From an optimization exercise on the open Yosys and OpenROAD flow, aimed at small area; shortcuts taken in it are not production practice.
RTL that was checked went through simulation tests only; none was proved equivalent to the original.
No activity file was given, so power comes from the tool's default toggle rates.

==> flow/design.v (excerpt) <==
module basys3(
    input clk,
    input rst,
    input [15:0] sw,
    input btn0,
    output [15:0] led,
    output [0:6] seg,
    output [3:0] digit,
    output sound,
    output [0:6] seg2,
    output seg2_sel
    );
Size: ~580 cells after synthesis, roughly 120 flip-flops, roughly 55 I/O pins, about 0.0051 mm^2 of cells after synthesis.
export LEC_CHECK = 0
export CAP_MARGIN = 20
export CORE_MARGIN = 2
export CORE_UTILIZATION = 40
export SLEW_MARGIN = 20
create_clock -name core_clock -period 10.0 [get_ports {clk}]
standard.sh (not shown) runs the stock make flow with config.mk's settings and CLKGATE_MAP_FILE= SYNTH_SCRIPT=/design/flow/synth_recipe.tcl, a recipe that flattens the netlist after the stock synthesis.
==> flow/flow/run.sh <==
#!/bin/bash
# Standard layout, with port buffers of the smallest buffer and a clock tree
# of small buffers without dummy loads.
set -euo pipefail
export BUFFER_PORTS_ARGS="-buffer_cell sky130_fd_sc_hd__buf_1"
export CTS_ARGS="-sink_clustering_enable -repair_clock_nets -dont_use_dummy_load -buf_list sky130_fd_sc_hd__clkbuf_4 -root_buf sky130_fd_sc_hd__clkbuf_8 -sink_clustering_size 20"
bash standard.sh > standard_flow.log 2>&1
The baseline passed the timing, design-rule and antenna checks.
Edit:
==> flow/flow/run.sh (replaced) <==
#!/bin/bash
# Standard layout, with port buffers of the smallest buffer and a clock tree
# of small buffers without dummy loads.
set -euo pipefail
export BUFFER_PORTS_ARGS="-buffer_cell sky130_fd_sc_hd__buf_1"
export CTS_ARGS="-sink_clustering_enable -repair_clock_nets -dont_use_dummy_load -buf_list sky130_fd_sc_hd__clkbuf_4 -sink_clustering_size 20"
bash standard.sh > standard_flow.log 2>&1
Result:
- The changed run passed the timing, design-rule and antenna checks
- design area is about the same
- clock-buffer cell count does not change
- combinational power stays flat
- total power came out lower by 0.76%
- clock power falls by about 3%
- via count is about the same
No functional check of the RTL was part of any run of this note.


basys3, a different RTL version from the one above (not shown whole).
For scale: roughly 650 cells after synthesis, about 140 flip-flops, roughly 6000 µm² of cells after synthesis.
make LEC_CHECK=0 CAP_MARGIN=20 CORE_MARGIN=2 CORE_UTILIZATION=40 SLEW_MARGIN=20 finish   # period 10.0 ns
run.sh (not shown) runs the stock make flow with config.mk's settings and CLKGATE_MAP_FILE= SYNTH_SCRIPT=/design/flow/synth_recipe.tcl, a recipe that flattens the netlist after the stock synthesis.
Stock flow here: none of the scripts above is used.
The first run produced a clean layout.
Change:
==> flow/flow/run.sh (new file) <==
#!/bin/bash
# Standard layout, with port buffers of the smallest buffer and a clock tree
# of small buffers without dummy loads.
set -euo pipefail
export BUFFER_PORTS_ARGS="-buffer_cell sky130_fd_sc_hd__buf_1"
export CTS_ARGS="-sink_clustering_enable -repair_clock_nets -dont_use_dummy_load -buf_list sky130_fd_sc_hd__clkbuf_4 -sink_clustering_size 20"
bash standard.sh > standard_flow.log 2>&1
==> flow/standard.sh (new file) <==
#!/bin/bash
# synth_recipe.tcl (not shown) runs the flow's synth.tcl, then flattens the netlist and writes it again
# the make line also repeats each setting of config.mk as NAME=value (left out here)
make -C /OpenROAD-flow-scripts/flow DESIGN_CONFIG=/design/flow/config.mk WORK_HOME=/design/flow/orfs CLKGATE_MAP_FILE= SYNTH_SCRIPT=/design/flow/synth_recipe.tcl "${@:-finish}"
removed: flow/run.sh
Routed wire length fell by 2.4%.
Utilization fell by 5.7 points.
Cell count fell by 1.7%.
Change:
==> flow/flow/run.sh (replaced) <==
#!/bin/bash
# Standard layout, with port buffers of the smallest buffer and a clock tree
# of small buffers without dummy loads.
set -euo pipefail
export BUFFER_PORTS_ARGS="-buffer_cell sky130_fd_sc_hd__buf_1"
export CTS_ARGS="-sink_clustering_enable -repair_clock_nets -dont_use_dummy_load -buf_list {sky130_fd_sc_hd__clkbuf_2 sky130_fd_sc_hd__clkbuf_4} -sink_clustering_size 16"
bash standard.sh > standard_flow.log 2>&1
Settings changed: CORE_UTILIZATION 40 to 60.
Power drops by 0.51%; count of clock-buffer cells in the layout is unchanged; wire length stays flat; worst setup slack got worse by 0.075 ns; global-route usage is higher by 6.7 points; die area fell by 32%; sequential power stays flat; via count increases by 1.2%; cell count shrinks by 5.9%; core utilization increases by 21 points; sequential share of layout area goes up by 0.45 points.
Change:
==> flow/flow/run.sh (replaced) <==
#!/bin/bash
# Standard layout, with port buffers of the smallest buffer and a clock tree
# of small buffers without dummy loads.
set -euo pipefail
export BUFFER_PORTS_ARGS="-buffer_cell sky130_fd_sc_hd__buf_1"
export CTS_ARGS="-sink_clustering_enable -repair_clock_nets -dont_use_dummy_load -buf_list sky130_fd_sc_hd__clkbuf_2 sky130_fd_sc_hd__clkbuf_4 -sink_clustering_size 16"
bash standard.sh > standard_flow.log 2>&1
- With this change the flow aborted during clock tree synthesis with STA-0564
- area after synthesis stays the same
- synthesized cell count stays the same
Change:
==> flow/flow/run.sh (replaced) <==
#!/bin/bash
# Standard layout, with port buffers of the smallest buffer and a clock tree
# of small buffers without dummy loads.
set -euo pipefail
export BUFFER_PORTS_ARGS="-buffer_cell sky130_fd_sc_hd__buf_1"
export CTS_ARGS="-sink_clustering_enable -repair_clock_nets -dont_use_dummy_load -buf_list {sky130_fd_sc_hd__clkbuf_8} -sink_clustering_size 40"
bash standard.sh > standard_flow.log 2>&1
Settings changed: CORE_UTILIZATION 60 to 40.
Effect:
- This time the run went through all stages and came out clean
- synthesized cell count does not change
- synthesized area stays the same

-- afterwards: timing with drivers on the ports --
Ports are ideal in the flow. The routed layouts listed here were re-timed in OpenROAD.
Step 1 assumes that a clkbuf_16 drives the clock port and a buf_2 every other input.
Step 2 times the ports against the registers' clock, not the clock port: input delays grow and output delays shrink by t, the midpoint of the rising clock arrivals with the driver on.
Slacks: no drivers / after step 1 / after step 2; pairs: no drivers / after step 1.
run	t, ns	setup slack, ns	hold slack, ns
the first run of note 1	0.407	5.529 / 5.495 / 5.903	0.332 / 0.332 / 0.332
the second run of note 1	0.493	5.446 / 5.413 / 5.906	0.332 / 0.332 / 0.332
the first run of note 2	0.445	5.933 / 5.892 / 6.153	0.316 / 0.316 / 0.316
the second run of note 2	0.536	6.145 / 6.112 / 6.153	0.323 / 0.323 / 0.323
the third run of note 2	0.518	6.071 / 6.040 / 6.178	0.284 / 0.284 / 0.284
the fifth run of note 2	0.458	6.226 / 6.192 / 6.154	0.322 / 0.322 / 0.322
After both steps setup and hold are still met in every run listed. For the fifth run of note 2, which loses most, drivers alone change the setup slack by -0.034 ns; drivers and shift together by -0.072 ns.
